This design comes from an exercise in tuning for small area, a short achievable clock period and few clock cycles on the open sky130 flow, not from production work.
Function was checked by simulation only, so behaviour that the tests miss may differ from the original.
In runs 2 to 5 the design's own scripts or RTL, not TritonCTS, make the clock network.
The clock input has no modelled driver; a real chip could not lean on it and would need a root buffer or a full tree.
Power figures rest on the tool's default switching activity, not on a simulated workload.

<file path="flow/design.v">
`timescale 1ns/10ps
module huffman(clk,
               reset,
               gray_valid,
               gray_data,
               CNT_valid,
               CNT1,
               CNT2,
               CNT3,
               CNT4,
               CNT5,
               CNT6,
               code_valid,
               HC1,
               HC2,
               HC3,
               HC4,
               HC5,
               HC6,
               M1,
               M2,
               M3,
               M4,
               M5,
               M6);
    input clk;
    input reset;
    input gray_valid;
    input [7:0] gray_data;
    output reg CNT_valid;
    output [7:0] CNT1, CNT2, CNT3, CNT4, CNT5, CNT6;
    output reg code_valid;
    output [7:0] HC1, HC2, HC3, HC4, HC5, HC6;
    output [7:0] M1, M2, M3, M4, M5, M6;
    reg gv_d, gv_dd;
    reg [2:0] lvl;           
    reg run;                 
    reg ph;                  
    reg [4:0] swr;           
    reg mg;                  
    reg lst;                 
    reg lsw;                 
    reg [6:0] cnt [0:5];
    reg [2:0] pos [0:5];
    reg [4:0] hc  [0:5];
    reg [2:0] ln  [0:5];     
    wire [4:0] gt;
    wire [4:0] sw;
    genvar g;
    generate
        for (g = 0; g < 5; g = g + 1) begin : cmp
            assign gt[g] = cnt[g] > cnt[g+1];
            if (g == 0) begin : f
                assign sw[g] = gt[g];
            end else begin : n
                assign sw[g] = gt[g] & ~gt[g-1];
            end
        end
    endgenerate
    wire start = gv_dd & ~gv_d;
    wire decide = start | (run & ~ph);
    wire two_left = ~|{pos[0][2:1], pos[1][2:1], pos[2][2:1],
                       pos[3][2:1], pos[4][2:1], pos[5][2:1]};
    wire [6:0] sum = cnt[0] + cnt[1];
    always @(posedge clk) begin
        if (reset) begin
            gv_d       <= 1'b0;
            gv_dd      <= 1'b0;
            CNT_valid  <= 1'b0;
            run        <= 1'b0;
            ph         <= 1'b0;
            swr        <= 5'd0;
            mg         <= 1'b0;
            lst        <= 1'b0;
            lsw        <= 1'b0;
            code_valid <= 1'b0;
        end else begin
            gv_d       <= gray_valid;
            gv_dd      <= gv_d;
            CNT_valid  <= start;
            run        <= (start | run) & ~lst;
            ph         <= decide;
            swr        <= (decide & ~two_left) ? sw : 5'd0;
            mg         <= decide & (~|gt | two_left);
            lst        <= decide & two_left;
            lsw        <= gt[0];
            code_valid <= lst;
        end
    end
    reg [6:0] eng [0:5];
    integer i;
    always @(*) begin
        for (i = 0; i < 6; i = i + 1) begin
            if (mg) begin
                if (i == 0)
                    eng[i] = sum;
                else if (i == 5)
                    eng[i] = 7'h7f;
                else
                    eng[i] = cnt[(i+1)%6];
            end else if (i < 5 && swr[i%5])
                eng[i] = cnt[(i+1)%6];
            else if (i > 0 && swr[(i+4)%5])
                eng[i] = cnt[(i+5)%6];
            else
                eng[i] = cnt[i];
        end
    end
    always @(posedge clk) begin
        if (gray_valid && gray_data >= 8'd1 && gray_data <= 8'd6)
            lvl <= gray_data[2:0];
        else
            lvl <= 3'd0;
    end
    always @(posedge clk) begin
        for (i = 0; i < 6; i = i + 1) begin
            if (reset || lst)
                cnt[i] <= 7'd0;
            else if (lvl == 6 - i)
                cnt[i] <= cnt[i] + 7'd1;
            else
                cnt[i] <= eng[i];
        end
    end
    function [5:0] jdec(input [2:0] p);
        jdec = {p[2] & ~p[1], p[1] & ~p[0], p[2] & p[0],
                ~p[2] & p[1], ~p[1] & p[0], ~p[2] & ~p[0]};
    endfunction
    always @(posedge clk) begin
        for (i = 0; i < 6; i = i + 1) begin
            if (gray_valid) begin
                pos[i] <= (i == 0) ? 3'b100 : (i == 1) ? 3'b110 :
                          (i == 2) ? 3'b111 : (i == 3) ? 3'b011 :
                          (i == 4) ? 3'b001 : 3'b000;
                hc[i]  <= 5'd0;
                ln[i]  <= 3'b000;
            end else if (mg) begin
                if (~pos[i][2] & ~pos[i][1]) begin
                    pos[i] <= 3'b000;
                    ln[i] <= {ln[i][1], ln[i][0], ~ln[i][2]};
                    if (pos[i][0] == (lst & lsw))
                        hc[i] <= hc[i] | jdec(ln[i]);
                end else
                    pos[i] <= {~pos[i][0], pos[i][2], pos[i][1]};
            end else if (|(jdec(pos[i]) & {1'b0, swr}))
                pos[i] <= {pos[i][1], pos[i][0], ~pos[i][2]};
            else if (|(jdec(pos[i]) & {swr, 1'b0}))
                pos[i] <= {~pos[i][0], pos[i][2], pos[i][1]};
        end
    end
    assign CNT1 = {1'b0, cnt[5]};
    assign CNT2 = {1'b0, cnt[4]};
    assign CNT3 = {1'b0, cnt[3]};
    assign CNT4 = {1'b0, cnt[2]};
    assign CNT5 = {1'b0, cnt[1]};
    assign CNT6 = {1'b0, cnt[0]};
    assign HC1 = {3'b0, hc[0]};
    assign HC2 = {3'b0, hc[1]};
    assign HC3 = {3'b0, hc[2]};
    assign HC4 = {3'b0, hc[3]};
    assign HC5 = {3'b0, hc[4]};
    assign HC6 = {3'b0, hc[5]};
    assign M1 = {3'b0, ln[0][2] & ~ln[0][1], ln[0][2] & ~ln[0][0], ln[0][2], ln[0][2] | ln[0][1], ln[0][2] | ln[0][0]};
    assign M2 = {3'b0, ln[1][2] & ~ln[1][1], ln[1][2] & ~ln[1][0], ln[1][2], ln[1][2] | ln[1][1], ln[1][2] | ln[1][0]};
    assign M3 = {3'b0, ln[2][2] & ~ln[2][1], ln[2][2] & ~ln[2][0], ln[2][2], ln[2][2] | ln[2][1], ln[2][2] | ln[2][0]};
    assign M4 = {3'b0, ln[3][2] & ~ln[3][1], ln[3][2] & ~ln[3][0], ln[3][2], ln[3][2] | ln[3][1], ln[3][2] | ln[3][0]};
    assign M5 = {3'b0, ln[4][2] & ~ln[4][1], ln[4][2] & ~ln[4][0], ln[4][2], ln[4][2] | ln[4][1], ln[4][2] | ln[4][0]};
    assign M6 = {3'b0, ln[5][2] & ~ln[5][1], ln[5][2] & ~ln[5][0], ln[5][2], ln[5][2] | ln[5][1], ln[5][2] | ln[5][0]};
endmodule
</file>
<file path="flow/flow/run.sh">
#!/bin/bash
# The standard layout (standard.sh) with two changes:
#  - ports are buffered with a small plain buffer instead of a delay buffer;
#  - clock tree synthesis inserts no dummy loads.
# Each tool's full output stays in orfs/logs; this script's own output goes
# to standard.log.
set -o pipefail
export BUFFER_PORTS_ARGS="-buffer_cell ${PORT_BUF:-sky130_fd_sc_hd__buf_1}"
export CTS_ARGS="-sink_clustering_enable -repair_clock_nets -dont_use_dummy_load ${CTS_EXTRA:--sink_clustering_size 40 -sink_clustering_max_diameter 200}"
bash standard.sh > standard.log 2>&1
</file>
<file path="flow/standard.sh">
#!/bin/bash
# synth_recipe.tcl (not shown) runs the flow's synth.tcl, then flattens the netlist and writes it again
# the make line also repeats each setting of config.mk as NAME=value (left out here)
make -C /OpenROAD-flow-scripts/flow DESIGN_CONFIG=/design/flow/config.mk WORK_HOME=/design/flow/orfs CLKGATE_MAP_FILE= SYNTH_SCRIPT=/design/flow/synth_recipe.tcl "${@:-finish}"
</file>
<file path="flow/config.mk">
export PLATFORM = sky130hd
export DESIGN_NAME = huffman
export DESIGN_NICKNAME = huffman
export VERILOG_FILES = /design/flow/design.v
export SDC_FILE = /design/flow/constraint.sdc
export NUM_CORES = 4
export LEC_CHECK = 0
export ABC_CLOCK_PERIOD_IN_PS = 2500
export CAP_MARGIN = 20
export CORE_MARGIN = 2
export CORE_UTILIZATION = 50
export SETUP_SLACK_MARGIN = 3.5
export SLEW_MARGIN = 20
</file>
<file path="flow/constraint.sdc">
create_clock -name core_clock -period 6.0 [get_ports {clk}]
set_input_delay 1.2000 -clock core_clock [delete_from_list [all_inputs] [get_ports {clk}]]
set_output_delay 1.2000 -clock core_clock [all_outputs]
set_load 0.01 [all_outputs]
</file>
==> results of run 1 <==
## worst register-to-register path, stage by stage (launching register included)
cell and delay [ns]:
sky130_fd_sc_hd__dfxtp_1 0.46, sky130_fd_sc_hd__inv_1 0.38, sky130_fd_sc_hd__nand2_1 0.24, sky130_fd_sc_hd__nor3_1 0.63, sky130_fd_sc_hd__nor3_1 0.11, sky130_fd_sc_hd__a221oi_1 0.25, sky130_fd_sc_hd__nor2_1 0.06
## sequential cells by signal, summed over array words and instances (netlist names)
name        count
pos            18
ln             18
mg              1
code_valid      1
gv_d            1
swr             5
run             1
lst             1
CNT_valid       1
gv_dd           1
cnt            42
ph              1
hc             30
lsw             1
lvl             3
## power by group through the flow
stage	Combinational, W	Clock (W)	Sequential (W)
global placement	0.00126	0	0.00119
finish	0.00127	0.000807	0.00118
CTS	0.00127	0.000823	0.00118
floorplan	0.00108	0	0.00107
global route	0.00143	0.000858	0.00121
detailed placement	0.00126	0	0.00119
## layout make-up
cell class,count,area [µm²]
multi-input cells,811,4790
well taps,216,270
clock buffers,17,425
inverters,73,274
repair buffers,117,454
flip-flops and latches,125,2500
fillers,1670,7060
## metal layers
metal  up-vias  track usage (%)  wire length (µm)
li1       3845                -                 -
met1      3505             34.7              9900
met2       230             38.6              9460
met3        29             4.19              1170
met4         0             7.88               335
met5         -                0                 0
## logic make-up after synthesis
logic type	after synthesis	synth area share [%]
AO/OA/AOI/OAI	299	22.7
XOR/XNOR	9	0.984
adder cells (fa/ha/maj)	48	7.59
buffers and inverters	178	11.0
flip-flops	125	31.2
multiplexers	22	2.81
other	1	0.0468
AND/OR/NAND/NOR	391	23.7
## stage by stage
stage / hold slack (ns) / area (µm²) / power [W]
detailed placement: 0.448 / 8280 / 0.00246
CTS: 0.461 / 8710 / 0.00327
global route: 0.485 / 8710 / 0.00350
finish: 0.459 / 8710 / 0.00326
floorplan: 0.426 / 8170 / 0.00215
global placement: 0.440 / 8280 / 0.00245
## path summary, 6_finish.rpt
kind | start | to
worst max register to register | swr[3]$_SDFF_PP0_ | cnt[3][1]$_SDFFE_PP0P_
worst max-delay path | ln[3][2]$_SDFFE_PP0P_ | M4[3]
worst min register to register | hc[2][3]$_SDFFE_PP0P_ | hc[2][3]$_SDFFE_PP0P_
worst min-delay path | hc[2][3]$_SDFFE_PP0P_ | hc[2][3]$_SDFFE_PP0P_
## cell usage after synthesis, types with 4 or more instances
master	count
sky130_fd_sc_hd__buf_1	4
sky130_fd_sc_hd__nor2_1	138
sky130_fd_sc_hd__nand4_1	10
sky130_fd_sc_hd__o22ai_1	7
sky130_fd_sc_hd__o21ai_1	26
sky130_fd_sc_hd__o31ai_1	6
sky130_fd_sc_hd__a22oi_1	7
sky130_fd_sc_hd__mux2i_1	18
sky130_fd_sc_hd__nor3b_1	4
sky130_fd_sc_hd__inv_2	4
sky130_fd_sc_hd__o21ai_0	40
sky130_fd_sc_hd__nand3_1	46
sky130_fd_sc_hd__ha_1	47
sky130_fd_sc_hd__nand3b_1	8
sky130_fd_sc_hd__and2_1	8
sky130_fd_sc_hd__a211oi_1	19
sky130_fd_sc_hd__a31oi_1	54
sky130_fd_sc_hd__nand2_1	76
sky130_fd_sc_hd__xnor2_1	5
sky130_fd_sc_hd__and3_1	15
sky130_fd_sc_hd__xor2_1	4
sky130_fd_sc_hd__nand2b_1	16
sky130_fd_sc_hd__nor3_1	31
sky130_fd_sc_hd__dfxtp_1	125
sky130_fd_sc_hd__nor4_1	5
sky130_fd_sc_hd__or3_1	5
sky130_fd_sc_hd__a221oi_1	6
sky130_fd_sc_hd__buf_4	50
sky130_fd_sc_hd__buf_2	13
sky130_fd_sc_hd__clkbuf_1	37
sky130_fd_sc_hd__nor2b_1	8
sky130_fd_sc_hd__o21bai_1	4
sky130_fd_sc_hd__inv_1	69
sky130_fd_sc_hd__a21oi_1	96
## repair_timing
action                                 4_1_cts  5_1_grt
setup endpoints to repair                    0        2
endpoints found under the hold margin        0        0
resized for setup                            0        2
==> flow_results.xml, run 1 <==
<?xml version="1.0" encoding="UTF-8"?>
<metrics>
  <group name="worst_setup_path">
    <metric name="timing.critical_path.fanout_max" unit="">6</metric>
    <metric name="cell_depth_of_the_worst_setup_path" unit="">3</metric>
    <metric name="startpoint_type" unit="">flop</metric>
    <metric name="critical_path.cell_chain" unit="">inv_1 &gt; nor2_1 &gt; buf_1</metric>
    <metric name="worst-r2r-setup-slack" unit="ns">3.72</metric>
    <metric name="critPathCaptureType" unit="">output pin</metric>
    <metric name="critPathBufInv" unit="">2</metric>
    <metric name="slowest_stage" unit="">sky130_fd_sc_hd__dfxtp_1</metric>
    <metric name="worst_path_required" unit="ns">4.80</metric>
    <metric name="critical-path-max-stage-delay" unit="ns">0.39</metric>
    <metric name="reg2reg_depth" unit="">6</metric>
    <metric name="worst_ep_arrival_time" unit="ns">1.20</metric>
    <metric name="cpLargestDelayFamily" unit="">flip-flops</metric>
    <metric name="worstSetupPathType" unit="">flop to output pin</metric>
  </group>
  <group name="cts">
    <metric name="numCtsBuffers" unit="">17</metric>
    <metric name="cts_setup_buffers" unit="">0</metric>
    <metric name="clock_transition_at_path_regs" unit="ns">0.05</metric>
    <metric name="post_cts_hold_buffer_count" unit="">0</metric>
    <metric name="clock_insertion_delay_worst_skew" unit="ns">0.42</metric>
    <metric name="clk_root_buffer_cell" unit="">sky130_fd_sc_hd__clkbuf_16</metric>
    <metric name="ctsLongestPathBuffers" unit="">2</metric>
    <metric name="clock_sinks" unit="">125</metric>
    <metric name="cts_max_level" unit="">4</metric>
    <metric name="cts_tree" unit="">done</metric>
  </group>
  <group name="floorplanning">
    <metric name="placementRows" unit="">46</metric>
    <metric name="core_area" unit="mm²">0.0158</metric>
    <metric name="dieHeight" unit="µm">131</metric>
    <metric name="io-pin-count" unit="">157</metric>
    <metric name="design.die.area" unit="mm²">0.0171</metric>
    <metric name="initial_utilization" unit="%">50.8</metric>
    <metric name="fp.dieW" unit="µm">131</metric>
  </group>
  <group name="final_layout">
    <metric name="layout-area-overhead-vs-synth" unit="%">8.71</metric>
    <metric name="layout_commonest_cell" unit="">sky130_fd_sc_hd__nor2_1</metric>
    <metric name="post-route-util" unit="%">55.2</metric>
    <metric name="finalNetCount" unit="">1204</metric>
    <metric name="drive_above_1_share" unit="%">3.67</metric>
    <metric name="n_antenna_cell" unit="">0</metric>
    <metric name="highest_count_cells_in_the_layout_ignoring_fill_and_taps" unit="">sky130_fd_sc_hd__nor2_1 (138), sky130_fd_sc_hd__dfxtp_1 (125), sky130_fd_sc_hd__buf_1 (111), sky130_fd_sc_hd__a21oi_1 (96), sky130_fd_sc_hd__nand2_1 (76)</metric>
    <metric name="finalNonFillerCells" unit="">1359</metric>
  </group>
  <group name="sta">
    <metric name="setup_tns" unit="ns">0</metric>
    <metric name="setup_violations" unit="">0</metric>
    <metric name="max-slew-margin-rel" unit="%">42.6</metric>
    <metric name="rsz0062_at_grt" unit="">no</metric>
    <metric name="worst_clock_skew" unit="ns">0.0168</metric>
    <metric name="hold_violations" unit="">0</metric>
    <metric name="layout_worst_path_cycle_share" unit="%">40.0</metric>
    <metric name="max_slew.worst_pin.slew" unit="ns">0.861</metric>
    <metric name="setup_slack" unit="ns">3.60</metric>
    <metric name="slew_violations" unit="">0</metric>
    <metric name="max_clock_freq" unit="MHz">417</metric>
    <metric name="final_period_minus_worst_setup_slack" unit="ns">2.40</metric>
  </group>
  <group name="place">
    <metric name="detailedPlacementHpwl" unit="µm">14700</metric>
    <metric name="place_congestion" unit="">0.853</metric>
    <metric name="dpl_cells" unit="">1342</metric>
    <metric name="port-buffer-count" unit="">114</metric>
    <metric name="place_ws" unit="ns">3.35</metric>
  </group>
  <group name="synth">
    <metric name="post_synth_instance_area" unit="mm²">0.00801</metric>
    <metric name="synth_seq_cells" unit="">125</metric>
    <metric name="yosys.area.top_type" unit="">sky130_fd_sc_hd__dfxtp_1</metric>
    <metric name="seq_area_frac_synth" unit="%">31.2</metric>
    <metric name="async_flop_share" unit="%">0</metric>
    <metric name="synthDistinctLibCells" unit="">73</metric>
    <metric name="synth_largest_type_area_fraction" unit="%">31.2</metric>
    <metric name="synthCells" unit="">1073</metric>
    <metric name="synth.avg_cell_area" unit="µm²">7.47</metric>
    <metric name="leading_register_cell_type_out_of_synthesis" unit="">sky130_fd_sc_hd__dfxtp_1</metric>
    <metric name="synth-edff-count" unit="">0</metric>
    <metric name="leading_post_synthesis_cells_by_cell_area" unit="">sky130_fd_sc_hd__dfxtp_1 (31%), sky130_fd_sc_hd__ha_1 (7.3%), sky130_fd_sc_hd__nor2_1 (6.5%)</metric>
    <metric name="synth.yosys.warnings" unit="">6</metric>
  </group>
  <group name="route">
    <metric name="number_of_search_and_repair_iterations_in_the_first_detailed_routing_pass" unit="">5</metric>
    <metric name="route.final.wire_length" unit="µm">20900</metric>
    <metric name="postRouteAntennaNets" unit="">0</metric>
    <metric name="post-route-drc-count" unit="">0</metric>
    <metric name="via_per_inst" unit="">5.60</metric>
    <metric name="drt_iter0_markers" unit="">433</metric>
    <metric name="avgRoutedWirePerCell" unit="µm">15.4</metric>
    <metric name="route.vias.total" unit="">7609</metric>
  </group>
  <group name="job">
    <metric name="max_cap_violations" unit="">0</metric>
  </group>
  <group name="grt">
    <metric name="global_route_wire_length_before_repair" unit="µm">33600</metric>
    <metric name="number_of_antenna_violations_at_the_first_check_in_global_routing" unit="">0</metric>
    <metric name="global_router_s_overall_resource_usage" unit="%">24.7</metric>
    <metric name="vias_in_the_first_global_route" unit="">6536</metric>
    <metric name="grt_start_max_net_pins" unit="">74</metric>
    <metric name="grt_overflow" unit="">0</metric>
  </group>
  <group name="pwr">
    <metric name="ir_drop" unit="µV">236</metric>
    <metric name="power_leakage" unit="nW">3.36</metric>
    <metric name="switching_fraction_of_total_power" unit="%">40.7</metric>
    <metric name="part_of_the_power_in_registers" unit="%">36.2</metric>
    <metric name="power_density" unit="mW/mm²">374</metric>
    <metric name="clockPowerShare" unit="%">24.7</metric>
    <metric name="power_frac_comb" unit="%">39.1</metric>
    <metric name="power.internal" unit="W">0.00193</metric>
    <metric name="switchingPower" unit="W">0.00133</metric>
  </group>
  <group name="run_status">
    <metric name="run_status" unit="">no timing/DRC/antenna violations</metric>
  </group>
  <group name="worst_hold_path">
    <metric name="holdPathStages" unit="">2</metric>
    <metric name="hold_path.class" unit="">flop to flop</metric>
  </group>
</metrics>
Testbench counts, summed over its fixed seeds: cycles 24,880.
==> run 2: changes to the inputs <==
==> flow/flow/run.sh (replaced) <==
#!/bin/bash
# The standard layout (standard.sh) with three changes:
#  - ports are buffered with a small plain buffer instead of a delay buffer;
#  - the clock tree is one level of buffers made by flow/clock_tree.tcl,
#    which replaces clock_tree_synthesis in the CTS step;
#  - everything else is ORFS as standard.sh runs it.
# Each tool's full output stays in orfs/logs; this script's own output goes
# to standard.log.
set -o pipefail
export BUFFER_PORTS_ARGS="-buffer_cell ${PORT_BUF:-sky130_fd_sc_hd__buf_1}"
export PRE_CTS_TCL="$PWD/flow/clock_tree.tcl"
export CLK_GROUPS=${CLK_GROUPS:-4}
export CLK_BUF=${CLK_BUF:-sky130_fd_sc_hd__clkbuf_16}
bash standard.sh > standard.log 2>&1
==> flow/flow/clock_tree.tcl (new file) <==
# Clock tree made here instead of by clock_tree_synthesis: the flip-flops
# are split into CLK_GROUPS groups by position (k-means), and each group is
# clocked by one CLK_BUF buffer placed at the group's centre and driven by
# the clock port.  All flip-flops see one buffer between the port and their
# clock pin.
proc my_clock_tree { args } {
  set k $::env(CLK_GROUPS)
  set db [ord::get_db]
  set block [ord::get_db_block]
  set master [$db findMaster $::env(CLK_BUF)]
  set clk_net [$block findNet clk]
  set sinks {}
  foreach it [$clk_net getITerms] {
    if { [$it isInputSignal] } { lappend sinks $it }
  }
  set pts {}
  foreach it $sinks {
    set box [[$it getInst] getBBox]
    lappend pts [list [expr { ([$box xMin] + [$box xMax]) / 2 }] [expr { ([$box yMin] + [$box yMax]) / 2 }]]
  }
  set n [llength $sinks]
  # initial centres: a grid over the flip-flops' bounding box
  set xs [lmap p $pts { lindex $p 0 }]
  set ys [lmap p $pts { lindex $p 1 }]
  set x0 [tcl::mathfunc::min {*}$xs]; set x1 [tcl::mathfunc::max {*}$xs]
  set y0 [tcl::mathfunc::min {*}$ys]; set y1 [tcl::mathfunc::max {*}$ys]
  set gx [expr { int(ceil(sqrt($k))) }]
  set gy [expr { int(ceil(1.0 * $k / $gx)) }]
  set cent {}
  for { set c 0 } { $c < $k } { incr c } {
    set ix [expr { $c % $gx }]
    set iy [expr { $c / $gx }]
    lappend cent [list [expr { int($x0 + ($ix + 0.5) * ($x1 - $x0) / $gx) }] [expr { int($y0 + ($iy + 0.5) * ($y1 - $y0) / $gy) }]]
  }
  set asg [lrepeat $n 0]
  for { set iter 0 } { $iter < 30 } { incr iter } {
    # assign, with a cap on group size to keep the loads even
    set cap [expr { int(ceil(1.0 * $n / $k)) + 4 }]
    set cnt [lrepeat $k 0]
    set pairs {}
    for { set i 0 } { $i < $n } { incr i } {
      lassign [lindex $pts $i] x y
      for { set c 0 } { $c < $k } { incr c } {
        lassign [lindex $cent $c] cx cy
        lappend pairs [list [expr { abs($x - $cx) + abs($y - $cy) }] $i $c]
      }
    }
    set done [lrepeat $n 0]
    foreach pr [lsort -integer -index 0 $pairs] {
      lassign $pr d i c
      if { [lindex $done $i] || [lindex $cnt $c] >= $cap } { continue }
      lset done $i 1
      lset asg $i $c
      lset cnt $c [expr { [lindex $cnt $c] + 1 }]
    }
    set new {}
    for { set c 0 } { $c < $k } { incr c } {
      set sx 0; set sy 0; set m 0
      for { set i 0 } { $i < $n } { incr i } {
        if { [lindex $asg $i] == $c } {
          lassign [lindex $pts $i] x y
          incr sx $x; incr sy $y; incr m
        }
      }
      if { $m > 0 } { lappend new [list [expr { $sx / $m }] [expr { $sy / $m }]] } else { lappend new [lindex $cent $c] }
    }
    set cent $new
  }
  for { set c 0 } { $c < $k } { incr c } {
    set inst [odb::dbInst_create $block $master "clkbuf_bench_$c"]
    set net [odb::dbNet_create $block "clknet_bench_$c"]
    $net setSigType CLOCK
    lassign [lindex $cent $c] cx cy
    $inst setLocation [expr { $cx - [$master getWidth] / 2 }] $cy
    $inst setPlacementStatus PLACED
    [$inst findITerm A] connect $clk_net
    [$inst findITerm X] connect $net
    for { set i 0 } { $i < $n } { incr i } {
      if { [lindex $asg $i] == $c } {
        set it [lindex $sinks $i]
        $it disconnect
        $it connect $net
      }
    }
    puts "clock group $c: [lindex $cnt $c] flip-flops"
  }
  set_propagated_clock [all_clocks]
}
rename clock_tree_synthesis orfs_clock_tree_synthesis
proc clock_tree_synthesis { args } { my_clock_tree }
--- a/flow/config.mk
+++ b/flow/config.mk
@@ -10,3 +10,3 @@
 export CORE_MARGIN = 2
-export CORE_UTILIZATION = 50
+export CORE_UTILIZATION = 60
 export SETUP_SLACK_MARGIN = 3.5
==> flow_results.xml, run 2 <==
<?xml version="1.0" encoding="UTF-8"?>
<metrics>
  <group name="synth">
    <metric name="leading_post_synthesis_cells_by_cell_area" unit="">sky130_fd_sc_hd__dfxtp_1 (31%), sky130_fd_sc_hd__ha_1 (7.3%), sky130_fd_sc_hd__nor2_1 (6.5%)</metric>
    <metric name="post_synth_instance_area" unit="mm²">0.00801</metric>
    <metric name="synth_simple_gate_area_share" unit="%">23.7</metric>
    <metric name="synth-edff-count" unit="">0</metric>
    <metric name="synth_xor_area_share" unit="%">0.984</metric>
    <metric name="synth.yosys.warnings" unit="">6</metric>
    <metric name="synth_adder_area_share" unit="%">7.59</metric>
    <metric name="synth_top_family_by_area" unit="">simple AND/OR/NAND/NOR gates</metric>
    <metric name="yosysMostFrequentCell" unit="">sky130_fd_sc_hd__nor2_1</metric>
    <metric name="yosys.area.top_type" unit="">sky130_fd_sc_hd__dfxtp_1</metric>
    <metric name="synth_largest_type_area_fraction" unit="%">31.2</metric>
    <metric name="area_fraction_in_compound_gates_after_synthesis" unit="%">22.7</metric>
    <metric name="seq_area_frac_synth" unit="%">31.2</metric>
    <metric name="synthDistinctLibCells" unit="">73</metric>
    <metric name="synthCells" unit="">1073</metric>
    <metric name="post_synth_mux_area_share" unit="%">2.81</metric>
    <metric name="leading_register_cell_type_out_of_synthesis" unit="">sky130_fd_sc_hd__dfxtp_1</metric>
    <metric name="async_flop_share" unit="%">0</metric>
    <metric name="synth.avg_cell_area" unit="µm²">7.47</metric>
    <metric name="synth_seq_cells" unit="">125</metric>
    <metric name="synth_commonest_cells" unit="">sky130_fd_sc_hd__nor2_1 (138), sky130_fd_sc_hd__dfxtp_1 (125), sky130_fd_sc_hd__a21oi_1 (96)</metric>
  </group>
  <group name="pwr">
    <metric name="power_leakage" unit="nW">3.19</metric>
    <metric name="ir_drop" unit="µV">194</metric>
    <metric name="power_density" unit="mW/mm²">333</metric>
  </group>
  <group name="final_layout">
    <metric name="layout_commonest_cell" unit="">sky130_fd_sc_hd__nor2_1</metric>
    <metric name="highest_count_cells_in_the_layout_ignoring_fill_and_taps" unit="">sky130_fd_sc_hd__nor2_1 (138), sky130_fd_sc_hd__dfxtp_1 (125), sky130_fd_sc_hd__buf_1 (113), sky130_fd_sc_hd__a21oi_1 (96), sky130_fd_sc_hd__nand2_1 (76)</metric>
    <metric name="post-route-util" unit="%">63.5</metric>
    <metric name="largest_register" unit="">cnt</metric>
    <metric name="n_antenna_cell" unit="">0</metric>
    <metric name="drive_above_1_share" unit="%">2.39</metric>
    <metric name="finalNetCount" unit="">1191</metric>
    <metric name="layout-area-overhead-vs-synth" unit="%">4.03</metric>
    <metric name="largest_reg_flops" unit="">42</metric>
    <metric name="largestRegisters" unit="">cnt x42, hc x30</metric>
  </group>
  <group name="route">
    <metric name="via_per_inst" unit="">5.79</metric>
    <metric name="post-route-drc-count" unit="">0</metric>
    <metric name="postRouteAntennaNets" unit="">0</metric>
    <metric name="route.vias.total" unit="">7560</metric>
    <metric name="number_of_search_and_repair_iterations_in_the_first_detailed_routing_pass" unit="">6</metric>
    <metric name="route.final.wire_length" unit="µm">19500</metric>
    <metric name="drt_iter0_markers" unit="">493</metric>
    <metric name="avgRoutedWirePerCell" unit="µm">15.0</metric>
  </group>
  <group name="place">
    <metric name="port-buffer-count" unit="">114</metric>
    <metric name="detailedPlacementHpwl" unit="µm">14000</metric>
    <metric name="place_congestion" unit="">0.888</metric>
  </group>
  <group name="grt">
    <metric name="number_of_antenna_violations_at_the_first_check_in_global_routing" unit="">0</metric>
    <metric name="grt_start_max_net_pins" unit="">42</metric>
    <metric name="grt_overflow" unit="">0</metric>
    <metric name="vias_in_the_first_global_route" unit="">6449</metric>
    <metric name="global_router_s_overall_resource_usage" unit="%">26.4</metric>
    <metric name="global_route_wire_length_before_repair" unit="µm">32300</metric>
  </group>
  <group name="sta">
    <metric name="hold_violations" unit="">0</metric>
    <metric name="max_clock_freq" unit="MHz">429</metric>
    <metric name="slew_violations" unit="">0</metric>
    <metric name="worst_clock_skew" unit="ns">0.0231</metric>
    <metric name="setup_tns" unit="ns">0</metric>
    <metric name="max_slew.worst_pin.slew" unit="ns">0.800</metric>
    <metric name="layout_worst_path_cycle_share" unit="%">38.9</metric>
    <metric name="setup_violations" unit="">0</metric>
    <metric name="max-slew-margin-rel" unit="%">46.6</metric>
    <metric name="rsz0062_at_grt" unit="">no</metric>
    <metric name="final_period_minus_worst_setup_slack" unit="ns">2.33</metric>
  </group>
  <group name="worst_setup_path">
    <metric name="worst_ep_arrival_time" unit="ns">2.46</metric>
    <metric name="slowest_stage" unit="">sky130_fd_sc_hd__buf_2</metric>
    <metric name="critical_path.cell_chain" unit="">buf_2 &gt; buf_4 &gt; inv_1 &gt; a31oi_1</metric>
    <metric name="timing.critical_path.fanout_max" unit="">41</metric>
    <metric name="critical-path-max-stage-delay" unit="ns">0.57</metric>
    <metric name="cpLargestDelayFamily" unit="">buffers and inverters</metric>
    <metric name="critPathBufInv" unit="">3</metric>
    <metric name="worstSetupPathType" unit="">primary input to flop</metric>
    <metric name="worst_path_required" unit="ns">6.12</metric>
    <metric name="critPathCaptureType" unit="">flop</metric>
    <metric name="startpoint_type" unit="">primary input</metric>
  </group>
  <group name="floorplanning">
    <metric name="placementRows" unit="">42</metric>
    <metric name="initial_utilization" unit="%">61.0</metric>
    <metric name="fp.dieW" unit="µm">120</metric>
    <metric name="io-pin-count" unit="">157</metric>
    <metric name="design.die.area" unit="mm²">0.0143</metric>
    <metric name="core_area" unit="mm²">0.0131</metric>
    <metric name="dieHeight" unit="µm">120</metric>
  </group>
  <group name="cts">
    <metric name="clock_insertion_delay_worst_skew" unit="ns">0.19</metric>
    <metric name="cts_setup_buffers" unit="">0</metric>
    <metric name="clock_transition_at_path_regs" unit="ns">0.12</metric>
  </group>
  <group name="worst_hold_path">
    <metric name="hold_path.class" unit="">flop to flop</metric>
  </group>
  <group name="run_status">
    <metric name="run_status" unit="">no timing/DRC/antenna violations</metric>
  </group>
  <group name="job">
    <metric name="max_cap_violations" unit="">0</metric>
  </group>
</metrics>
## run 2: cell counts after synthesis
Identical to the previous run, type by type.
## run 2: final timing paths
kind,startpoint,end,slack [ns],cells past startpoint
setup / recovery,gray_valid,pos[3][1]$_SDFFE_PP1P_,3.67,4
hold / removal,run$_SDFF_PP0_,run$_SDFF_PP0_,0.46,2
setup reg to reg,cnt[1][2]$_SDFFE_PP0P_,cnt[0][6]$_SDFFE_PP0P_,3.69,8
hold reg to reg,run$_SDFF_PP0_,run$_SDFF_PP0_,0.46,2
## run 2: power by group
group	leakage, nW	internal, W	switching (W)	total [W]
logic	2.13	0.000504	0.000762	0.00127
registers	1.01	0.000937	0.000238	0.00117
clock network	0.0493	0.000125	0.000215	0.000340
total	3.19	0.00157	0.00121	0.00278
## run 2: kinds of logic after synthesis
kind of cell / Yosys count
other: 1
AOI/OAI and AO/OA: 299
and+or+nand+nor: 391
muxes: 22
DFF: 125
xor gates and xnor gates: 9
buffers and inverters: 178
adders and majority gates: 48
## run 2: final cells by class
type / count / area (µm²)
fill: 1245 / 4800
multi-input combinational: 811 / 4790
sequential: 125 / 2500
timing repair buffer: 117 / 452
inverter: 73 / 274
tap: 176 / 220
buffer: 4 / 100
## run 2: stage by stage
| step | cell area [µm²] | worst slack, ns | cells | hold slack, ns | total power (W) |
|---|---|---|---|---|---|
| final | 8340 | 3.67 | 1306 | 0.462 | 0.00278 |
| after global routing | 8340 | 3.53 | 1306 | 0.486 | 0.00301 |
| after CTS | 8330 | 3.57 | 1306 | 0.468 | 0.00278 |
| after detailed placement | 8230 | 3.36 | 1302 | 0.449 | 0.00244 |
| after global placement | 8230 | 3.39 | 1302 | 0.436 | 0.00243 |
| after floorplan | 8170 | 3.96 | 1114 | 0.426 | 0.00215 |
## run 2: timing repair
item | in CTS | in global routing
endpoints found under the setup margin | 0 | 7
hold buffers | 0 | 0
resized for setup | 0 | 2
## run 2: worst reg2reg max path, stage by stage, from the launching register on
cell                       delay, ns
sky130_fd_sc_hd__dfxtp_1        0.45
sky130_fd_sc_hd__inv_1          0.18
sky130_fd_sc_hd__ha_1           0.40
sky130_fd_sc_hd__nand2b_1       0.18
sky130_fd_sc_hd__a21oi_1        0.25
sky130_fd_sc_hd__o21ai_0        0.11
sky130_fd_sc_hd__a21oi_1        0.18
sky130_fd_sc_hd__mux2_2         0.35
sky130_fd_sc_hd__a31oi_1        0.15
## run 2: per-layer routing
metal | routed length (µm) | global-route usage (%) | share of wire (%)
met5 | 0 | 0 | 0
met4 | 170 | 2.35 | 0.87
met3 | 986 | 1.19 | 5.0
met2 | 8990 | 44.4 | 46
met1 | 9390 | 39.1 | 48
==> run 3: changes to the inputs <==
--- a/flow/flow/run.sh
+++ b/flow/flow/run.sh
@@ -12,3 +12,3 @@
 export CLK_GROUPS=${CLK_GROUPS:-4}
-export CLK_BUF=${CLK_BUF:-sky130_fd_sc_hd__clkbuf_16}
+export CLK_BUF=${CLK_BUF:-sky130_fd_sc_hd__buf_16}
 bash standard.sh > standard.log 2>&1
--- a/flow/flow/clock_tree.tcl
+++ b/flow/flow/clock_tree.tcl
@@ -37,3 +37,3 @@
     # assign, with a cap on group size to keep the loads even
-    set cap [expr { int(ceil(1.0 * $n / $k)) + 4 }]
+    set cap [expr { int(ceil(1.0 * $n / $k)) + 1 }]
     set cnt [lrepeat $k 0]
--- a/flow/config.mk
+++ b/flow/config.mk
@@ -10,3 +10,3 @@
 export CORE_MARGIN = 2
-export CORE_UTILIZATION = 60
+export CORE_UTILIZATION = 70
 export SETUP_SLACK_MARGIN = 3.5
==> flow_results.xml, run 3 <==
<?xml version="1.0" encoding="UTF-8"?>
<metrics>
  <group name="final_layout">
    <metric name="largestRegisters" unit="">cnt x42, hc x30</metric>
    <metric name="final.fill_count" unit="">990</metric>
    <metric name="largest_register" unit="">cnt</metric>
    <metric name="drive_above_1_share" unit="%">2.39</metric>
    <metric name="largest_reg_flops" unit="">42</metric>
    <metric name="highest_count_cells_in_the_layout_ignoring_fill_and_taps" unit="">sky130_fd_sc_hd__nor2_1 (138), sky130_fd_sc_hd__dfxtp_1 (125), sky130_fd_sc_hd__buf_1 (113), sky130_fd_sc_hd__a21oi_1 (96), sky130_fd_sc_hd__nand2_1 (76)</metric>
    <metric name="n_antenna_cell" unit="">0</metric>
    <metric name="layout-area-overhead-vs-synth" unit="%">3.68</metric>
    <metric name="finalNetCount" unit="">1191</metric>
    <metric name="layout_commonest_cell" unit="">sky130_fd_sc_hd__nor2_1</metric>
  </group>
  <group name="place">
    <metric name="detailedPlacementHpwl" unit="µm">13500</metric>
    <metric name="place_congestion" unit="">0.893</metric>
    <metric name="port-buffer-count" unit="">114</metric>
  </group>
  <group name="synth">
    <metric name="synth_largest_type_area_fraction" unit="%">31.2</metric>
    <metric name="synth_commonest_cells" unit="">sky130_fd_sc_hd__nor2_1 (138), sky130_fd_sc_hd__dfxtp_1 (125), sky130_fd_sc_hd__a21oi_1 (96)</metric>
    <metric name="synthCells" unit="">1073</metric>
    <metric name="leading_post_synthesis_cells_by_cell_area" unit="">sky130_fd_sc_hd__dfxtp_1 (31%), sky130_fd_sc_hd__ha_1 (7.3%), sky130_fd_sc_hd__nor2_1 (6.5%)</metric>
    <metric name="yosysMostFrequentCell" unit="">sky130_fd_sc_hd__nor2_1</metric>
    <metric name="synth-edff-count" unit="">0</metric>
    <metric name="async_flop_share" unit="%">0</metric>
    <metric name="seq_area_frac_synth" unit="%">31.2</metric>
    <metric name="synthDistinctLibCells" unit="">73</metric>
    <metric name="post_synth_instance_area" unit="mm²">0.00801</metric>
    <metric name="leading_register_cell_type_out_of_synthesis" unit="">sky130_fd_sc_hd__dfxtp_1</metric>
    <metric name="yosys.area.top_type" unit="">sky130_fd_sc_hd__dfxtp_1</metric>
    <metric name="synth.yosys.warnings" unit="">6</metric>
    <metric name="synth.avg_cell_area" unit="µm²">7.47</metric>
    <metric name="synth_seq_cells" unit="">125</metric>
  </group>
  <group name="route">
    <metric name="met1Wirelength" unit="µm">8570</metric>
    <metric name="wl_met2" unit="µm">8930</metric>
    <metric name="routed-wl-met3" unit="µm">1390</metric>
    <metric name="postRouteAntennaNets" unit="">0</metric>
    <metric name="route.final.wire_length" unit="µm">19100</metric>
    <metric name="avgRoutedWirePerCell" unit="µm">15.0</metric>
    <metric name="via_per_inst" unit="">6.01</metric>
    <metric name="uppermost_layer_routed" unit="">met4</metric>
    <metric name="drt_iter0_markers" unit="">547</metric>
    <metric name="number_of_search_and_repair_iterations_in_the_first_detailed_routing_pass" unit="">5</metric>
    <metric name="post-route-drc-count" unit="">0</metric>
    <metric name="route.vias.total" unit="">7652</metric>
  </group>
  <group name="worst_hold_path">
    <metric name="hold_path.class" unit="">flop to flop</metric>
  </group>
  <group name="run_status">
    <metric name="run_status" unit="">no timing/DRC/antenna violations</metric>
  </group>
  <group name="sta">
    <metric name="max-slew-margin-rel" unit="%">47.2</metric>
    <metric name="final_period_minus_worst_setup_slack" unit="ns">2.31</metric>
    <metric name="rsz0062_at_grt" unit="">no</metric>
    <metric name="hold_violations" unit="">0</metric>
    <metric name="setup_violations" unit="">0</metric>
    <metric name="max_slew.worst_pin.slew" unit="ns">0.790</metric>
    <metric name="setup_tns" unit="ns">0</metric>
    <metric name="slew_violations" unit="">0</metric>
    <metric name="layout_worst_path_cycle_share" unit="%">38.4</metric>
    <metric name="worst_clock_skew" unit="ns">0.00939</metric>
    <metric name="max_clock_freq" unit="MHz">433</metric>
  </group>
  <group name="worst_setup_path">
    <metric name="worst-r2r-setup-slack" unit="ns">3.69</metric>
    <metric name="startpoint_type" unit="">flop</metric>
    <metric name="critPathCaptureType" unit="">flop</metric>
    <metric name="worst_ep_arrival_time" unit="ns">2.39</metric>
    <metric name="worst_path_required" unit="ns">6.08</metric>
    <metric name="timing.critical_path.fanout_max" unit="">6</metric>
    <metric name="worstSetupPathType" unit="">flop to flop</metric>
  </group>
  <group name="floorplanning">
    <metric name="fp.dieW" unit="µm">111</metric>
    <metric name="design.die.area" unit="mm²">0.0123</metric>
    <metric name="initial_utilization" unit="%">71.1</metric>
    <metric name="core_area" unit="mm²">0.0113</metric>
    <metric name="placementRows" unit="">39</metric>
    <metric name="dieHeight" unit="µm">111</metric>
    <metric name="io-pin-count" unit="">157</metric>
  </group>
  <group name="job">
    <metric name="max_cap_violations" unit="">0</metric>
  </group>
  <group name="cts">
    <metric name="cts.repair.resized" unit="">0</metric>
    <metric name="cts_setup_buffers" unit="">0</metric>
    <metric name="clock_insertion_delay_worst_skew" unit="ns">0.15</metric>
    <metric name="clock_transition_at_path_regs" unit="ns">0.12</metric>
    <metric name="post_cts_hold_buffer_count" unit="">0</metric>
  </group>
  <group name="pwr">
    <metric name="power_leakage" unit="nW">3.19</metric>
    <metric name="ir_drop" unit="µV">238</metric>
    <metric name="power_density" unit="mW/mm²">338</metric>
    <metric name="total_power" unit="W">0.00281</metric>
  </group>
  <group name="grt">
    <metric name="vias_in_the_first_global_route" unit="">6614</metric>
    <metric name="grt_start_max_net_pins" unit="">74</metric>
    <metric name="grt_overflow" unit="">0</metric>
    <metric name="number_of_antenna_violations_at_the_first_check_in_global_routing" unit="">0</metric>
    <metric name="global_route_wire_length_before_repair" unit="µm">31800</metric>
    <metric name="global_router_s_overall_resource_usage" unit="%">29.6</metric>
  </group>
</metrics>
## run 3: critical path, stage by stage, from the launching register on
cell and delay, ns:
sky130_fd_sc_hd__dfxtp_1 0.45, sky130_fd_sc_hd__inv_1 0.16, sky130_fd_sc_hd__ha_1 0.39, sky130_fd_sc_hd__nand2b_1 0.19, sky130_fd_sc_hd__a21oi_1 0.26, sky130_fd_sc_hd__o21ai_0 0.11, sky130_fd_sc_hd__a21oi_1 0.18, sky130_fd_sc_hd__mux2_2 0.36
sky130_fd_sc_hd__a31oi_1 0.15
## run 3: final cells by class
cell class,count,area [µm²],share of cell area (%)
Sequential cell,125,2500,30.1
Multi-Input combinational cell,811,4790,57.6
Inverter,73,274,3.30
Buffer,4,110,1.33
Timing Repair Buffer,117,455,5.48
Tap cell,143,179,2.15
## run 3: power by group
part	internal [W]	switching, W	total [W]
Clock	0.000152	0.000210	0.000363
Combinational	0.000505	0.000767	0.00127
Sequential	0.000937	0.000239	0.00118
Total	0.00159	0.00122	0.00281
## run 3: metrics by stage
step / util, % / hold WS (ns) / setup WS, ns / std cells / instance area (µm²)
3_5_place_dp: 72.7 / 0.454 / 3.40 / 1269 / 8190
3_3_place_gp: 72.7 / 0.438 / 3.44 / 1269 / 8190
4_1_cts: 73.7 / 0.472 / 3.57 / 1273 / 8300
6_report: 73.7 / 0.467 / 3.69 / 1273 / 8310
2_1_floorplan: - / 0.426 / 3.96 / 1114 / 8170
5_1_grt: 73.7 / 0.476 / 3.56 / 1273 / 8310
## run 3: metal layers
metal / up-vias / GRT usage [%]
met1: 3508 / 42.5
li1: 3809 / -
met4: 0 / 5.25
met2: 317 / 50.1
met5: - / 0
met3: 18 / 1.86
## run 3: cells by family (layout without fill, tap and decap cells)
family                   after synthesis  after routing  synth area share (%)
AO/OA/AOI/OAI                        299            299                  22.7
XOR/XNOR                               9              9                 0.984
adder cells (fa/ha/maj)               48             48                  7.59
buffers and inverters                178            194                  11.0
flip-flops                           125            125                  31.2
multiplexers                          22             22                  2.81
other                                  1             42                0.0468
AND/OR/NAND/NOR                      391            391                  23.7
## run 3: path summary, 6_finish.rpt
check / from / endpoint / cells after the start
min: run$_SDFF_PP0_ / run$_SDFF_PP0_ / 2
min reg2reg: run$_SDFF_PP0_ / run$_SDFF_PP0_ / 2
max reg2reg: cnt[1][2]$_SDFFE_PP0P_ / cnt[0][6]$_SDFFE_PP0P_ / 8
max: cnt[1][2]$_SDFFE_PP0P_ / cnt[0][6]$_SDFFE_PP0P_ / 8
==> run 4: changes to the inputs <==
--- a/flow/flow/run.sh
+++ b/flow/flow/run.sh
@@ -12,3 +12,3 @@
 export CLK_GROUPS=${CLK_GROUPS:-4}
-export CLK_BUF=${CLK_BUF:-sky130_fd_sc_hd__buf_16}
+export CLK_BUF=${CLK_BUF:-sky130_fd_sc_hd__clkbuf_16}
 bash standard.sh > standard.log 2>&1
==> flow_results.xml, run 4 <==
<?xml version="1.0" encoding="UTF-8"?>
<metrics>
  <group name="run_status">
    <metric name="run_status" unit="">no timing/DRC/antenna violations</metric>
  </group>
  <group name="final_layout">
    <metric name="layout-area-overhead-vs-synth" unit="%">3.56</metric>
    <metric name="largest_register" unit="">cnt</metric>
    <metric name="post-route-util" unit="%">73.6</metric>
    <metric name="layout_commonest_cell" unit="">sky130_fd_sc_hd__nor2_1</metric>
    <metric name="finalNonFillerCells" unit="">1273</metric>
    <metric name="drive_above_1_share" unit="%">2.39</metric>
    <metric name="finalNetCount" unit="">1191</metric>
    <metric name="n_antenna_cell" unit="">0</metric>
    <metric name="highest_count_cells_in_the_layout_ignoring_fill_and_taps" unit="">sky130_fd_sc_hd__nor2_1 (138), sky130_fd_sc_hd__dfxtp_1 (125), sky130_fd_sc_hd__buf_1 (113), sky130_fd_sc_hd__a21oi_1 (96), sky130_fd_sc_hd__nand2_1 (76)</metric>
    <metric name="largest_reg_flops" unit="">42</metric>
    <metric name="largestRegisters" unit="">cnt x42, hc x30</metric>
  </group>
  <group name="sta">
    <metric name="hold_violations" unit="">0</metric>
    <metric name="final_period_minus_worst_setup_slack" unit="ns">2.30</metric>
    <metric name="layout_worst_path_cycle_share" unit="%">38.3</metric>
    <metric name="worst_clock_skew" unit="ns">0.0125</metric>
    <metric name="max_clock_freq" unit="MHz">435</metric>
    <metric name="setup_tns" unit="ns">0</metric>
    <metric name="worst_hold_slack" unit="ns">0.466</metric>
    <metric name="rsz0062_at_grt" unit="">no</metric>
    <metric name="max-slew-margin-rel" unit="%">47.2</metric>
    <metric name="setup_violations" unit="">0</metric>
    <metric name="max_slew.worst_pin.slew" unit="ns">0.791</metric>
    <metric name="slew_violations" unit="">0</metric>
  </group>
  <group name="grt">
    <metric name="grt_start_max_net_pins" unit="">74</metric>
    <metric name="grt_overflow" unit="">0</metric>
    <metric name="vias_in_the_first_global_route" unit="">6596</metric>
    <metric name="number_of_antenna_violations_at_the_first_check_in_global_routing" unit="">0</metric>
    <metric name="global_route_wire_length_before_repair" unit="µm">31800</metric>
    <metric name="global_router_s_overall_resource_usage" unit="%">29.6</metric>
  </group>
  <group name="route">
    <metric name="post-route-drc-count" unit="">0</metric>
    <metric name="route.vias.total" unit="">7644</metric>
    <metric name="via_per_inst" unit="">6.00</metric>
    <metric name="number_of_search_and_repair_iterations_in_the_first_detailed_routing_pass" unit="">6</metric>
    <metric name="avgRoutedWirePerCell" unit="µm">15.0</metric>
    <metric name="drt_iter0_markers" unit="">624</metric>
    <metric name="route.final.wire_length" unit="µm">19200</metric>
    <metric name="postRouteAntennaNets" unit="">0</metric>
  </group>
  <group name="synth">
    <metric name="yosys.area.top_type" unit="">sky130_fd_sc_hd__dfxtp_1</metric>
    <metric name="synth_commonest_cells" unit="">sky130_fd_sc_hd__nor2_1 (138), sky130_fd_sc_hd__dfxtp_1 (125), sky130_fd_sc_hd__a21oi_1 (96)</metric>
    <metric name="synth-edff-count" unit="">0</metric>
    <metric name="leading_post_synthesis_cells_by_cell_area" unit="">sky130_fd_sc_hd__dfxtp_1 (31%), sky130_fd_sc_hd__ha_1 (7.3%), sky130_fd_sc_hd__nor2_1 (6.5%)</metric>
    <metric name="synth_seq_cells" unit="">125</metric>
    <metric name="synth_largest_type_area_fraction" unit="%">31.2</metric>
    <metric name="yosysMostFrequentCell" unit="">sky130_fd_sc_hd__nor2_1</metric>
    <metric name="synthDistinctLibCells" unit="">73</metric>
    <metric name="synth.yosys.warnings" unit="">6</metric>
    <metric name="seq_area_frac_synth" unit="%">31.2</metric>
    <metric name="async_flop_share" unit="%">0</metric>
    <metric name="synth.avg_cell_area" unit="µm²">7.47</metric>
    <metric name="post_synth_instance_area" unit="mm²">0.00801</metric>
    <metric name="synthCells" unit="">1073</metric>
    <metric name="leading_register_cell_type_out_of_synthesis" unit="">sky130_fd_sc_hd__dfxtp_1</metric>
  </group>
  <group name="pwr">
    <metric name="clockPowerShare" unit="%">12.0</metric>
    <metric name="power_density" unit="mW/mm²">336</metric>
    <metric name="power_frac_comb" unit="%">45.8</metric>
    <metric name="switchingPower" unit="W">0.00122</metric>
    <metric name="power.internal" unit="W">0.00157</metric>
    <metric name="part_of_the_power_in_registers" unit="%">42.2</metric>
    <metric name="power_leakage" unit="nW">3.19</metric>
    <metric name="switching_fraction_of_total_power" unit="%">43.7</metric>
    <metric name="ir_drop" unit="µV">218</metric>
  </group>
  <group name="worst_setup_path">
    <metric name="critical_path.most_common_cell" unit="">sky130_fd_sc_hd__a21oi_1</metric>
    <metric name="worst_path_required" unit="ns">6.11</metric>
    <metric name="critical-path-max-stage-delay" unit="ns">0.44</metric>
    <metric name="worst_ep_arrival_time" unit="ns">2.40</metric>
    <metric name="reg2reg_depth" unit="">8</metric>
    <metric name="worst-r2r-setup-slack" unit="ns">3.70</metric>
    <metric name="critPathBufInv" unit="">1</metric>
    <metric name="cell_depth_of_the_worst_setup_path" unit="">8</metric>
    <metric name="startpoint_type" unit="">flop</metric>
    <metric name="timing.critical_path.fanout_max" unit="">6</metric>
    <metric name="critPathCaptureType" unit="">flop</metric>
    <metric name="cpLargestDelayFamily" unit="">compound AO/OA/AOI/OAI gates</metric>
    <metric name="slowest_stage" unit="">sky130_fd_sc_hd__dfxtp_1</metric>
    <metric name="critical_path.cell_chain" unit="">inv_1 &gt; ha_1 &gt; nand2b_1 &gt; a21oi_1 &gt; o21ai_0 &gt; a21oi_1 &gt; mux2_2 &gt; a31oi_1</metric>
    <metric name="worstSetupPathType" unit="">flop to flop</metric>
  </group>
  <group name="cts">
    <metric name="clock_transition_at_path_regs" unit="ns">0.12</metric>
    <metric name="cts.repair.resized" unit="">0</metric>
    <metric name="cts_setup_buffers" unit="">0</metric>
    <metric name="clock_insertion_delay_worst_skew" unit="ns">0.18</metric>
    <metric name="post_cts_hold_buffer_count" unit="">0</metric>
  </group>
  <group name="place">
    <metric name="dpl_cells" unit="">1269</metric>
    <metric name="port-buffer-count" unit="">114</metric>
    <metric name="detailedPlacementHpwl" unit="µm">13500</metric>
    <metric name="place_congestion" unit="">0.893</metric>
  </group>
  <group name="floorplanning">
    <metric name="core_area" unit="mm²">0.0113</metric>
    <metric name="placementRows" unit="">39</metric>
    <metric name="design.die.area" unit="mm²">0.0123</metric>
    <metric name="initial_utilization" unit="%">71.1</metric>
    <metric name="fp.dieW" unit="µm">111</metric>
    <metric name="dieHeight" unit="µm">111</metric>
    <metric name="io-pin-count" unit="">157</metric>
  </group>
  <group name="worst_hold_path">
    <metric name="hold_path.class" unit="">flop to flop</metric>
    <metric name="holdPathStages" unit="">2</metric>
  </group>
  <group name="job">
    <metric name="max_cap_violations" unit="">0</metric>
  </group>
</metrics>
run 4: cell counts after synthesis:
Identical to the previous run, type by type.
run 4: area by class of cell:
class / count / area (µm²)
Sequential cell: 125 / 2500
Multi-Input combinational cell: 811 / 4790
Timing Repair Buffer: 117 / 455
Tap cell: 143 / 179
Fill cell: 991 / 2970
Buffer: 4 / 100
Inverter: 73 / 274
run 4: per-layer routing:
metal,up-vias,global-route usage [%],part of all wire (%)
li1,3821,-,-
met1,3500,42.6,45
met2,307,50.2,47
met3,16,1.80,6.9
met4,0,4.67,1.0
met5,-,0,0
run 4: kinds of logic after synthesis:
logic type,count (synthesis),synth area share (%)
simple gates,391,23.7
mux,22,2.81
fa+ha+maj,48,7.59
compound gates,299,22.7
buf+inv,178,11.0
other cells,1,0.0468
flops,125,31.2
xor+xnor,9,0.984
run 4: through the flow:
| step | cell area [µm²] | power [W] | setup WS (ns) |
|---|---|---|---|
| detailed placement | 8190 | 0.00244 | 3.40 |
| global placement | 8190 | 0.00241 | 3.44 |
| CTS | 8290 | 0.00277 | 3.59 |
| finish | 8300 | 0.00279 | 3.70 |
| global route | 8300 | 0.00299 | 3.56 |
| floorplan | 8170 | 0.00215 | 3.96 |
run 4: tightest hold or removal path, delay by kind of cell (launching register included):
family	cells	cell delay, ns
flip-flops	1	0.33
buffers and inverters	1	0.05
AO/OA/AOI/OAI	1	0.05
run 4: final timing paths:
| check | start | endpoint |
|---|---|---|
| max | cnt[1][2]$_SDFFE_PP0P_ | cnt[0][6]$_SDFFE_PP0P_ |
| min | run$_SDFF_PP0_ | run$_SDFF_PP0_ |
| max reg2reg | cnt[1][2]$_SDFFE_PP0P_ | cnt[0][6]$_SDFFE_PP0P_ |
| min reg2reg | run$_SDFF_PP0_ | run$_SDFF_PP0_ |
run 4: power groups by stage:
stage / combinational, W / sequential (W) / clock (W)
floorplan: 0.00108 / 0.00107 / 0
global placement: 0.00123 / 0.00119 / 0
detailed placement: 0.00126 / 0.00119 / 0
CTS: 0.00126 / 0.00117 / 0.000340
global route: 0.00143 / 0.00120 / 0.000369
finish: 0.00128 / 0.00118 / 0.000335
==> run 5: changes to the inputs <==
--- a/flow/config.mk
+++ b/flow/config.mk
@@ -7,3 +7,3 @@
 export LEC_CHECK = 0
-export ABC_CLOCK_PERIOD_IN_PS = 2500
+export ABC_CLOCK_PERIOD_IN_PS = 2200
 export CAP_MARGIN = 20
@@ -11,3 +11,3 @@
 export CORE_UTILIZATION = 70
-export SETUP_SLACK_MARGIN = 3.5
+export SETUP_SLACK_MARGIN = 3.8
 export SLEW_MARGIN = 20
==> flow_results.xml, run 5 <==
<?xml version="1.0" encoding="UTF-8"?>
<metrics>
  <group name="pwr">
    <metric name="power.internal" unit="W">0.00158</metric>
    <metric name="part_of_the_power_in_registers" unit="%">42.1</metric>
    <metric name="power_frac_comb" unit="%">45.9</metric>
    <metric name="clockPowerShare" unit="%">12.0</metric>
    <metric name="switchingPower" unit="W">0.00122</metric>
    <metric name="power_leakage" unit="nW">3.25</metric>
    <metric name="ir_drop" unit="µV">220</metric>
    <metric name="power_density" unit="mW/mm²">332</metric>
    <metric name="switching_fraction_of_total_power" unit="%">43.7</metric>
    <metric name="total_power" unit="W">0.00280</metric>
  </group>
  <group name="final_layout">
    <metric name="layout-area-overhead-vs-synth" unit="%">5.07</metric>
    <metric name="drive_above_1_share" unit="%">5.63</metric>
    <metric name="post-route-util" unit="%">74.7</metric>
    <metric name="layout_commonest_cell" unit="">sky130_fd_sc_hd__nor2_1</metric>
    <metric name="largestRegisters" unit="">cnt x42, hc x30</metric>
    <metric name="highest_count_cells_in_the_layout_ignoring_fill_and_taps" unit="">sky130_fd_sc_hd__nor2_1 (136), sky130_fd_sc_hd__buf_1 (109), sky130_fd_sc_hd__dfxtp_1 (106), sky130_fd_sc_hd__a21oi_1 (95), sky130_fd_sc_hd__nand2_1 (76)</metric>
    <metric name="final.fill_count" unit="">965</metric>
    <metric name="seqCellArea" unit="mm²">0.00253</metric>
    <metric name="n_antenna_cell" unit="">0</metric>
    <metric name="largest_register" unit="">cnt</metric>
    <metric name="multi_input_comb_area" unit="mm²">0.00483</metric>
    <metric name="finalNetCount" unit="">1198</metric>
    <metric name="largest_reg_flops" unit="">42</metric>
  </group>
  <group name="floorplanning">
    <metric name="fp.dieW" unit="µm">111</metric>
    <metric name="io-pin-count" unit="">157</metric>
    <metric name="initial_utilization" unit="%">71.1</metric>
    <metric name="core_area" unit="mm²">0.0113</metric>
    <metric name="design.die.area" unit="mm²">0.0123</metric>
    <metric name="placementRows" unit="">39</metric>
    <metric name="dieHeight" unit="µm">111</metric>
  </group>
  <group name="route">
    <metric name="via_per_inst" unit="">6.02</metric>
    <metric name="avgRoutedWirePerCell" unit="µm">15.4</metric>
    <metric name="postRouteAntennaNets" unit="">0</metric>
    <metric name="number_of_search_and_repair_iterations_in_the_first_detailed_routing_pass" unit="">5</metric>
    <metric name="post-route-drc-count" unit="">0</metric>
    <metric name="route.final.wire_length" unit="µm">19700</metric>
    <metric name="route.vias.total" unit="">7702</metric>
    <metric name="drt_iter0_markers" unit="">680</metric>
  </group>
  <group name="grt">
    <metric name="grt_overflow" unit="">0</metric>
    <metric name="global_router_s_overall_resource_usage" unit="%">29.7</metric>
    <metric name="vias_in_the_first_global_route" unit="">6610</metric>
    <metric name="grt_start_max_net_pins" unit="">74</metric>
    <metric name="number_of_antenna_violations_at_the_first_check_in_global_routing" unit="">0</metric>
    <metric name="global_route_wire_length_before_repair" unit="µm">31800</metric>
  </group>
  <group name="worst_hold_path">
    <metric name="worstHoldStart" unit="">ln[0][2]$_SDFFE_PP0P_</metric>
    <metric name="holdPathStages" unit="">1</metric>
    <metric name="hold_path.class" unit="">flop to flop</metric>
  </group>
  <group name="synth">
    <metric name="seq_area_frac_synth" unit="%">31.2</metric>
    <metric name="post_synth_instance_area" unit="mm²">0.00801</metric>
    <metric name="synth.yosys.warnings" unit="">6</metric>
    <metric name="synth_seq_cells" unit="">125</metric>
    <metric name="synth_commonest_cells" unit="">sky130_fd_sc_hd__nor2_1 (138), sky130_fd_sc_hd__dfxtp_1 (125), sky130_fd_sc_hd__a21oi_1 (96)</metric>
    <metric name="synth-edff-count" unit="">0</metric>
    <metric name="leading_register_cell_type_out_of_synthesis" unit="">sky130_fd_sc_hd__dfxtp_1</metric>
    <metric name="yosysMostFrequentCell" unit="">sky130_fd_sc_hd__nor2_1</metric>
    <metric name="synthDistinctLibCells" unit="">73</metric>
    <metric name="synthCells" unit="">1073</metric>
    <metric name="synth.avg_cell_area" unit="µm²">7.47</metric>
    <metric name="yosys.area.top_type" unit="">sky130_fd_sc_hd__dfxtp_1</metric>
    <metric name="leading_post_synthesis_cells_by_cell_area" unit="">sky130_fd_sc_hd__dfxtp_1 (31%), sky130_fd_sc_hd__ha_1 (7.3%), sky130_fd_sc_hd__nor2_1 (6.5%)</metric>
    <metric name="async_flop_share" unit="%">0</metric>
    <metric name="synth_largest_type_area_fraction" unit="%">31.2</metric>
  </group>
  <group name="worst_setup_path">
    <metric name="critPathBufInv" unit="">1</metric>
    <metric name="worst_ep_arrival_time" unit="ns">0.96</metric>
    <metric name="reg2reg_depth" unit="">8</metric>
    <metric name="cell_depth_of_the_worst_setup_path" unit="">1</metric>
    <metric name="worstSetupPathType" unit="">flop to output pin</metric>
    <metric name="rr_startpoint" unit="">cnt[1][5]$_SDFFE_PP0P_</metric>
    <metric name="worst_path_required" unit="ns">4.80</metric>
    <metric name="startpoint_type" unit="">flop</metric>
    <metric name="timing.critical_path.fanout_max" unit="">8</metric>
    <metric name="setup.worst_path.end" unit="">CNT5[5]</metric>
    <metric name="worstSetupStartpoint" unit="">cnt[1][5]$_SDFFE_PP0P_</metric>
    <metric name="critical-path-max-stage-delay" unit="ns">0.60</metric>
    <metric name="worst-r2r-setup-slack" unit="ns">3.95</metric>
    <metric name="crit-reg2reg-capture" unit="">mg$_SDFF_PP0_</metric>
    <metric name="slowest_stage" unit="">sky130_fd_sc_hd__dfxtp_1</metric>
    <metric name="critPathCaptureType" unit="">output pin</metric>
    <metric name="critical_path.cell_chain" unit="">buf_1</metric>
    <metric name="cpLargestDelayFamily" unit="">flip-flops</metric>
  </group>
  <group name="sta">
    <metric name="max_slew.worst_pin.slew" unit="ns">0.679</metric>
    <metric name="max_clock_freq" unit="MHz">463</metric>
    <metric name="setup_tns" unit="ns">0</metric>
    <metric name="final_period_minus_worst_setup_slack" unit="ns">2.16</metric>
    <metric name="worst_hold_slack" unit="ns">0.463</metric>
    <metric name="hold_violations" unit="">0</metric>
    <metric name="layout_worst_path_cycle_share" unit="%">36.0</metric>
    <metric name="worst_clock_skew" unit="ns">0.00971</metric>
    <metric name="setup_slack" unit="ns">3.84</metric>
    <metric name="setup_violations" unit="">0</metric>
    <metric name="rsz0062_at_grt" unit="">no</metric>
    <metric name="slew_violations" unit="">0</metric>
    <metric name="max-slew-margin-rel" unit="%">54.4</metric>
  </group>
  <group name="place">
    <metric name="port-buffer-count" unit="">114</metric>
    <metric name="place_congestion" unit="">0.893</metric>
    <metric name="detailedPlacementHpwl" unit="µm">13500</metric>
    <metric name="place_ws" unit="ns">3.40</metric>
  </group>
  <group name="cts">
    <metric name="clock_insertion_delay_worst_skew" unit="ns">0.18</metric>
    <metric name="clock_transition_at_path_regs" unit="ns">0.12</metric>
  </group>
  <group name="run_status">
    <metric name="run_status" unit="">no timing/DRC/antenna violations</metric>
  </group>
  <group name="job">
    <metric name="max_cap_violations" unit="">0</metric>
  </group>
</metrics>
## run 5: cell counts after synthesis
No cell type changed its count.
## run 5: layout make-up
cell class | count | area share [%]
multi-input combinational | 813 | 57.4
sequential | 125 | 30.0
timing repair buffer | 122 | 6.02
inverter | 73 | 3.25
tap | 143 | 2.12
buffer | 4 | 1.19
## run 5: how the worst min path moves through the flow
stage	to	slack (ns)
2_1_floorplan	run$_SDFF_PP0_	0.43
3_3_place_gp	run$_SDFF_PP0_	0.44
3_5_place_dp	run$_SDFF_PP0_	0.45
4_1_cts	run$_SDFF_PP0_	0.47
5_1_grt	run$_SDFF_PP0_	0.48
6_report	ln[0][0]$_SDFFE_PP0P_	0.46
## run 5: what timing repair did
action / in CTS / in global routing
endpoints found under the hold margin: 0 / 0
pin swaps: 0 / 1
resized for setup: 4 / 32
setup endpoints to repair: 42 / 41
hold buffers: 0 / 0
setup buffers: 0 / 5
gates cloned: 0 / 2
## run 5: per-layer routing
metal	share of wire, %	vias to the layer above	track usage [%]
li1	-	3826	-
met1	44	3535	42.7
met2	47	321	50.4
met3	7.3	20	1.75
met4	1.3	0	4.67
met5	0	-	0
## run 5: cells by family (layout without fill, tap and decap cells)
family                     after synthesis  in the layout  synth area share, %
and+or+nand+nor                        391            393                 23.7
AOI/OAI and AO/OA                      299            299                 22.7
buffers and inverters                  178            199                 11.0
DFF                                    125            125                 31.2
adders and majority gates               48             48                 7.59
muxes                                   22             22                 2.81
xor gates and xnor gates                 9              9                0.984
other                                    1             42               0.0468
## run 5: stage by stage
| stage | std cells | instance area (µm²) |
|---|---|---|
| 2_1_floorplan | 1114 | 8170 |
| 3_3_place_gp | 1269 | 8190 |
| 3_5_place_dp | 1269 | 8190 |
| 4_1_cts | 1273 | 8300 |
| 5_1_grt | 1280 | 8420 |
| 6_report | 1280 | 8420 |
## run 5: power by group through the flow
stage	Clock (W)	Sequential, W	Combinational [W]
2_1_floorplan	0	0.00107	0.00108
3_3_place_gp	0	0.00119	0.00123
3_5_place_dp	0	0.00119	0.00126
4_1_cts	0.000340	0.00117	0.00126
5_1_grt	0.000369	0.00120	0.00144
6_report	0.000335	0.00118	0.00128

==> static timing again, ports no longer ideal <==
No port has a modelled driver above. Below, the same layouts with a new extraction and two added sets of constraints.
Step 1 assumes that a clkbuf_16 drives the clock port and a buf_2 every other input.
Step 2 moves the port delays by t, midway between the first and last clock arrival at a register: inputs arrive t later, outputs are due t later. That takes back most of the time a late clock gives input paths.
Slacks: no drivers / after step 1 / after step 2; pairs: no drivers / after step 1.
run | shift t [ns] | setup slack, ns | worst slew at a driven data input, ns | cell pins on the clock port's net
run 1 | 0.450 | 3.602 / 3.560 / 3.349 | 0.04 | 1
run 2 | 0.260 | 3.667 / 3.694 / 3.469 | 0.03 | 4
run 3 | 0.258 | 3.693 / 3.693 / 3.586 | 0.03 | 4
run 4 | 0.264 | 3.703 / 3.703 / 3.592 | 0.03 | 4
run 5 | 0.266 | 3.839 / 3.746 / 3.660 | 0.03 | 4
After both steps every run listed still meets setup and hold. For run 1, which loses most, drivers alone change the setup slack by -0.042 ns; drivers and shift together by -0.253 ns.
